From an optimization exercise on the open Yosys and OpenROAD flow, aimed at small area; shortcuts taken in it are not production practice.
Function was checked by simulation only, so behaviour that the tests miss may differ from the original.
The flow treats the clock pin as an ideal source. Dropping or thinning the clock tree relies on that and would not hold on a real chip.
Power and IR drop assume default switching activity.

==> flow/design.v <==
module FIFO8x8 (
    input clk, rst,
    input rden, wren,
    input [7:0] DataIn,
    output [7:0] DataOut,
    output fifo_full,
    output fifo_empty,
    output data_out_valid
);
reg [7:0] mem [0:15];
reg [3:0] idx;
wire pop = rden & ~fifo_empty;
integer i;
always @(posedge clk)
    if (wren) begin
        mem[0] <= DataIn;
        for (i = 1; i < 16; i = i + 1)
            mem[i] <= mem[i-1];
    end
wire [3:0] c = idx ^ {4{~wren}};
wire [3:0] t = {c[2] & c[1] & c[0], c[1] & c[0], c[0], 1'b1};
always @(posedge clk or posedge rst) begin
    if (rst)
        idx <= 4'hF;
    else if (wren != pop)
        idx <= idx ^ t;
end
assign fifo_full = 1'b0;
assign fifo_empty = &idx;
assign data_out_valid = pop;
reg [7:0] rd;
integer k;
always @(*) begin
    rd = 8'd0;
    for (k = 0; k < 16; k = k + 1)
        rd = rd | (mem[k] & {8{idx == k}});
end
assign DataOut = rd;
endmodule
module FSM_Packetizer (
    input clk, rst,
    input fifo_empty, tx_ready,
    input [7:0] fifo_data,
    output tx_enable,
    output reg [7:0] tx_data
);
localparam IDLE = 4'd0, WAITR = 4'd1, LOAD = 4'd2, SEND0 = 4'd3, DONE = 4'd13;
reg [3:0] state;
always @(posedge clk or posedge rst) begin
    if (rst)
        state <= IDLE;
    else if (state == IDLE) begin
        if (!fifo_empty) state <= WAITR;
    end else if (state == WAITR) begin
        if (tx_ready) state <= LOAD;
    end else if (state == DONE)
        state <= IDLE;
    else
        state <= state + 4'd1;
end
always @(posedge clk)
    if (state == LOAD) tx_data <= fifo_data;
assign tx_enable = (state == SEND0);
endmodule
module UART_Transmitter (
    input clk, rst,
    input start_tx,
    input [7:0] tx_data,
    output reg tx_out,
    output reg tx_busy,
    output tx_ready
);
localparam [12:0] INV = 13'b0101010101010;
reg [12:0] baud_q;
wire [12:0] baud_counter = baud_q ^ INV;
reg [3:0] bit_counter;    
wire tick = ~baud_counter[0] & ~baud_counter[1] & ~baud_counter[2] & ~baud_counter[3] & baud_counter[6] & baud_counter[7] & baud_counter[8] & baud_counter[9] & ~baud_counter[10] & baud_counter[12];
wire last = bit_counter[3] & ~bit_counter[1] & bit_counter[0];    
always @(posedge clk) begin
    if (tx_busy && !tick)
        baud_q <= {baud_counter[11:0], ~(baud_counter[12] ^ baud_counter[4])} ^ INV;
    else
        baud_q <= INV;
end
always @(posedge clk) begin
    if (!tx_busy)
        bit_counter <= 4'd15;
    else if (tick)
        bit_counter <= bit_counter ^ {&bit_counter[2:0], &bit_counter[1:0], bit_counter[0], 1'b1};    
end
wire bit_val = bit_counter[3] ? ~(bit_counter[1] & bit_counter[0]) : tx_data[bit_counter[2:0]];
always @(posedge clk or posedge rst) begin
    if (rst) begin
        tx_out <= 1'b1;
        tx_busy <= 1'b0;
    end else if (tx_busy) begin
        if (tick) begin
            tx_out <= bit_val;
            if (last) tx_busy <= 1'b0;
        end
    end else if (start_tx)
        tx_busy <= 1'b1;
end
assign tx_ready = ~tx_busy;
endmodule
module Top_Module (
    input clk, rst,
    input wr_en, rd_en,          
    input tx_ready,
    input [7:0] data_in,
    output tx_out,
    output fifo_full, fifo_empty,
    output tx_busy, tx_ready_out
);
wire [7:0] fifo_data_out;
wire fifo_rden, uart_start_tx;
wire [7:0] uart_tx_data;
FIFO8x8 fifo_inst (
    .clk(clk),
    .rst(rst),
    .wren(wr_en),
    .rden(fifo_rden),
    .DataIn(data_in),
    .DataOut(fifo_data_out),
    .fifo_full(fifo_full),
    .fifo_empty(fifo_empty),
    .data_out_valid(uart_start_tx)
);
FSM_Packetizer fsm_inst (
    .clk(clk),
    .rst(rst),
    .fifo_empty(fifo_empty),
    .tx_ready(tx_ready),
    .fifo_data(fifo_data_out),
    .tx_enable(fifo_rden),
    .tx_data(uart_tx_data)
);
UART_Transmitter uart_inst (
    .clk(clk),
    .rst(rst),
    .start_tx(uart_start_tx),
    .tx_data(uart_tx_data),
    .tx_out(tx_out),
    .tx_busy(tx_busy),
    .tx_ready(tx_ready_out)
);
endmodule
export LEC_CHECK = 0
export CAP_MARGIN = 20
export CORE_MARGIN = 2
export CORE_UTILIZATION = 40
export SLEW_MARGIN = 20
create_clock -name core_clock -period 5.0 [get_ports {clk}]
standard.sh (not shown) runs the stock make flow with config.mk's settings and CLKGATE_MAP_FILE= SYNTH_SCRIPT=/design/flow/synth_recipe.tcl, a recipe that flattens the netlist after the stock synthesis.
==> flow/flow/run.sh <==
#!/bin/bash
# The standard layout with three changes:
# - synthesis maps the logic with an area-oriented ABC script
#   (flow/abc_area.script, three rounds of &dch -f and &nf -a -R 1000) in place of ORFS's
#   speed script; everything else in synthesis is unchanged, so the registers
#   are those of the standard synthesis;
# - the clock tree is the two-level inverter tree of flow/invtree.tcl, built
#   in the CTS step by flow/cts_pre.tcl;
# - each port gets a buf_1 as its buffer;
# - the weak 3- and 4-input nor cells are left out (they drive the read
#   mux's select lines, which the placer then buffered).
set -euo pipefail
rm -rf scripts_abc
cp -r "$FLOW_HOME/scripts" scripts_abc
cp flow/abc_area.script scripts_abc/abc_speed.script
export SCRIPTS_DIR="$PWD/scripts_abc"
export PRE_CTS_TCL="$PWD/flow/cts_pre.tcl"
# the platform's config.mk appends its own list to this one
export DONT_USE_CELLS="sky130_fd_sc_hd__nor3_1 sky130_fd_sc_hd__nor4_1 sky130_fd_sc_hd__nor3b_1 sky130_fd_sc_hd__nor4b_1 sky130_fd_sc_hd__nor4bb_1"
export BUFFER_PORTS_ARGS="-buffer_cell sky130_fd_sc_hd__buf_1"
bash standard.sh finish > standard_finish.log 2>&1
==> flow/flow/cts_pre.tcl <==
# Sourced by ORFS's CTS step before it runs clock_tree_synthesis: replace that
# command by the two-level inverter tree of invtree.tcl.
source [file join [file dirname [info script]] invtree.tcl]
rename clock_tree_synthesis orfs_clock_tree_synthesis
proc clock_tree_synthesis {args} {
  invtree clk 18 sky130_fd_sc_hd__inv_6 sky130_fd_sc_hd__inv_12
}
Other scripts of this flow, unchanged in this note and not shown: flow/flow/abc_area.script, flow/flow/invtree.tcl
Rerun with:
--- a/flow/flow/run.sh
+++ b/flow/flow/run.sh
@@ -8,5 +8,3 @@
 #   in the CTS step by flow/cts_pre.tcl;
-# - each port gets a buf_1 as its buffer;
-# - the weak 3- and 4-input nor cells are left out (they drive the read
-#   mux's select lines, which the placer then buffered).
+# - each port gets a buf_1 as its buffer.
 set -euo pipefail
@@ -17,4 +15,2 @@
 export PRE_CTS_TCL="$PWD/flow/cts_pre.tcl"
-# the platform's config.mk appends its own list to this one
-export DONT_USE_CELLS="sky130_fd_sc_hd__nor3_1 sky130_fd_sc_hd__nor4_1 sky130_fd_sc_hd__nor3b_1 sky130_fd_sc_hd__nor4b_1 sky130_fd_sc_hd__nor4bb_1"
 export BUFFER_PORTS_ARGS="-buffer_cell sky130_fd_sc_hd__buf_1"
--- a/flow/flow/cts_pre.tcl
+++ b/flow/flow/cts_pre.tcl
@@ -5,3 +5,3 @@
 proc clock_tree_synthesis {args} {
-  invtree clk 18 sky130_fd_sc_hd__inv_6 sky130_fd_sc_hd__inv_12
+  invtree clk 20 sky130_fd_sc_hd__inv_8 sky130_fd_sc_hd__inv_12
 }
Effect: The new run completed with no timing, DRC or antenna violations. Worst setup slack is worse by 9.5 ps. Wire length rose by 0.40%. Combinational power hardly moves.
Rerun with:
--- a/flow/flow/run.sh
+++ b/flow/flow/run.sh
@@ -1,3 +1,3 @@
 #!/bin/bash
-# The standard layout with three changes:
+# The standard layout with four changes:
 # - synthesis maps the logic with an area-oriented ABC script
@@ -8,3 +8,5 @@
 #   in the CTS step by flow/cts_pre.tcl;
-# - each port gets a buf_1 as its buffer.
+# - each port gets a buf_1 as its buffer;
+# - the weak 3- and 4-input nor cells are left out (they drive the read
+#   mux's select lines, which the placer then buffered).
 set -euo pipefail
@@ -15,3 +17,5 @@
 export PRE_CTS_TCL="$PWD/flow/cts_pre.tcl"
+# the platform's don't-use list (from its config.mk) and the weak nor cells
+DONT_USE="sky130_fd_sc_hd__probe_p_8 sky130_fd_sc_hd__probec_p_8 sky130_fd_sc_hd__lpflow_bleeder_1 sky130_fd_sc_hd__lpflow_clkbufkapwr_1 sky130_fd_sc_hd__lpflow_clkbufkapwr_16 sky130_fd_sc_hd__lpflow_clkbufkapwr_2 sky130_fd_sc_hd__lpflow_clkbufkapwr_4 sky130_fd_sc_hd__lpflow_clkbufkapwr_8 sky130_fd_sc_hd__lpflow_clkinvkapwr_1 sky130_fd_sc_hd__lpflow_clkinvkapwr_16 sky130_fd_sc_hd__lpflow_clkinvkapwr_2 sky130_fd_sc_hd__lpflow_clkinvkapwr_4 sky130_fd_sc_hd__lpflow_clkinvkapwr_8 sky130_fd_sc_hd__lpflow_decapkapwr_12 sky130_fd_sc_hd__lpflow_decapkapwr_3 sky130_fd_sc_hd__lpflow_decapkapwr_4 sky130_fd_sc_hd__lpflow_decapkapwr_6 sky130_fd_sc_hd__lpflow_decapkapwr_8 sky130_fd_sc_hd__lpflow_inputiso0n_1 sky130_fd_sc_hd__lpflow_inputiso0p_1 sky130_fd_sc_hd__lpflow_inputiso1n_1 sky130_fd_sc_hd__lpflow_inputiso1p_1 sky130_fd_sc_hd__lpflow_inputisolatch_1 sky130_fd_sc_hd__lpflow_isobufsrc_1 sky130_fd_sc_hd__lpflow_isobufsrc_16 sky130_fd_sc_hd__lpflow_isobufsrc_2 sky130_fd_sc_hd__lpflow_isobufsrc_4 sky130_fd_sc_hd__lpflow_isobufsrc_8 sky130_fd_sc_hd__lpflow_isobufsrckapwr_16 sky130_fd_sc_hd__lpflow_lsbuf_lh_hl_isowell_tap_1 sky130_fd_sc_hd__lpflow_lsbuf_lh_hl_isowell_tap_2 sky130_fd_sc_hd__lpflow_lsbuf_lh_hl_isowell_tap_4 sky130_fd_sc_hd__lpflow_lsbuf_lh_isowell_4 sky130_fd_sc_hd__lpflow_lsbuf_lh_isowell_tap_1 sky130_fd_sc_hd__lpflow_lsbuf_lh_isowell_tap_2 sky130_fd_sc_hd__lpflow_lsbuf_lh_isowell_tap_4 sky130_fd_sc_hd__fill_1 sky130_fd_sc_hd__fill_2 sky130_fd_sc_hd__fill_4 sky130_fd_sc_hd__fill_8 sky130_fd_sc_hd__nor3_1 sky130_fd_sc_hd__nor4_1 sky130_fd_sc_hd__nor3b_1 sky130_fd_sc_hd__nor4b_1 sky130_fd_sc_hd__nor4bb_1"
 export BUFFER_PORTS_ARGS="-buffer_cell sky130_fd_sc_hd__buf_1"
-bash standard.sh finish > standard_finish.log 2>&1
+bash standard.sh "DONT_USE_CELLS=$DONT_USE" finish > standard_finish.log 2>&1
--- a/flow/flow/cts_pre.tcl
+++ b/flow/flow/cts_pre.tcl
@@ -5,3 +5,3 @@
 proc clock_tree_synthesis {args} {
-  invtree clk 20 sky130_fd_sc_hd__inv_8 sky130_fd_sc_hd__inv_12
+  invtree clk 18 sky130_fd_sc_hd__inv_6 sky130_fd_sc_hd__inv_12
 }
Final cell count went down by about 0.74%.
Maximum frequency stays flat.
Worst setup slack got worse by 3.2 ps.
Total power falls by about 1.5%.
Hold slack is better by 6.7 ps.
Critical path depth is unchanged.
Synthesized area barely changes.
Rerun with:
==> flow/flow/run.sh (replaced) <==
#!/bin/bash
# The standard layout with three changes:
# - synthesis maps the logic with an area-oriented ABC script
#   (flow/abc_area.script, three rounds of &dch -f and &nf -a -R 1000) in place of ORFS's
#   speed script; everything else in synthesis is unchanged, so the registers
#   are those of the standard synthesis;
# - the clock tree is the two-level inverter tree of flow/invtree.tcl, built
#   in the CTS step by flow/cts_pre.tcl;
# - each port gets a buf_1 as its buffer.
set -euo pipefail
rm -rf scripts_abc
cp -r "$FLOW_HOME/scripts" scripts_abc
cp flow/abc_area.script scripts_abc/abc_speed.script
export SCRIPTS_DIR="$PWD/scripts_abc"
export PRE_CTS_TCL="$PWD/flow/cts_pre.tcl"
export BUFFER_PORTS_ARGS="-buffer_cell sky130_fd_sc_hd__buf_1"
bash standard.sh finish > standard_finish.log 2>&1
Effect:
- The new run went through all stages and came out clean
- sequential share of layout area goes down by 0.50 points
- total power goes up by 0.55%
- register-to-register slack gains 210 ps
- design area goes up by 0.67%
- area after synthesis hardly moves
- combinational power goes up by about 1%
- clock skew goes up by 7.4 ps
In every run of this note, the design's own scripts or RTL, not TritonCTS, make the clock network.

[static timing again, ports no longer ideal]
Ports are ideal in the flow. The routed layouts listed here were re-timed in OpenROAD.
Step 1 assumes that a clkbuf_16 drives the clock port and a buf_2 every other input.
Step 2, shift: input delay + t, output delay - t, t = (earliest + latest rising clock arrival at the registers) / 2. This alone moves slack from input paths to output paths.
Three values: no drivers, after step 1, after step 2; two values: the first two.
| run | t (ns) | setup slack, ns | worst setup path after step 2 | slew at the worst register clock pin (ns) | worst data-port slew with drivers (ns) |
|---|---|---|---|---|---|
| the first run | 0.243 | 2.303 / 2.342 / 2.098 | input to register | 0.11 / 0.11 | 0.03 |
| the second run | 0.243 | 2.294 / 2.331 / 2.087 | input to register | 0.10 / 0.10 | 0.03 |
| the third run | 0.240 | 2.291 / 2.327 / 2.087 | input to register | 0.11 / 0.11 | 0.03 |
| the fourth run | 0.243 | 2.303 / 2.342 / 2.098 | input to register | 0.11 / 0.11 | 0.03 |
After both steps setup and hold are still met in every run listed. The setup slack of the second run, which loses most, moves by +0.037 ns with the drivers and by -0.207 ns with both steps.
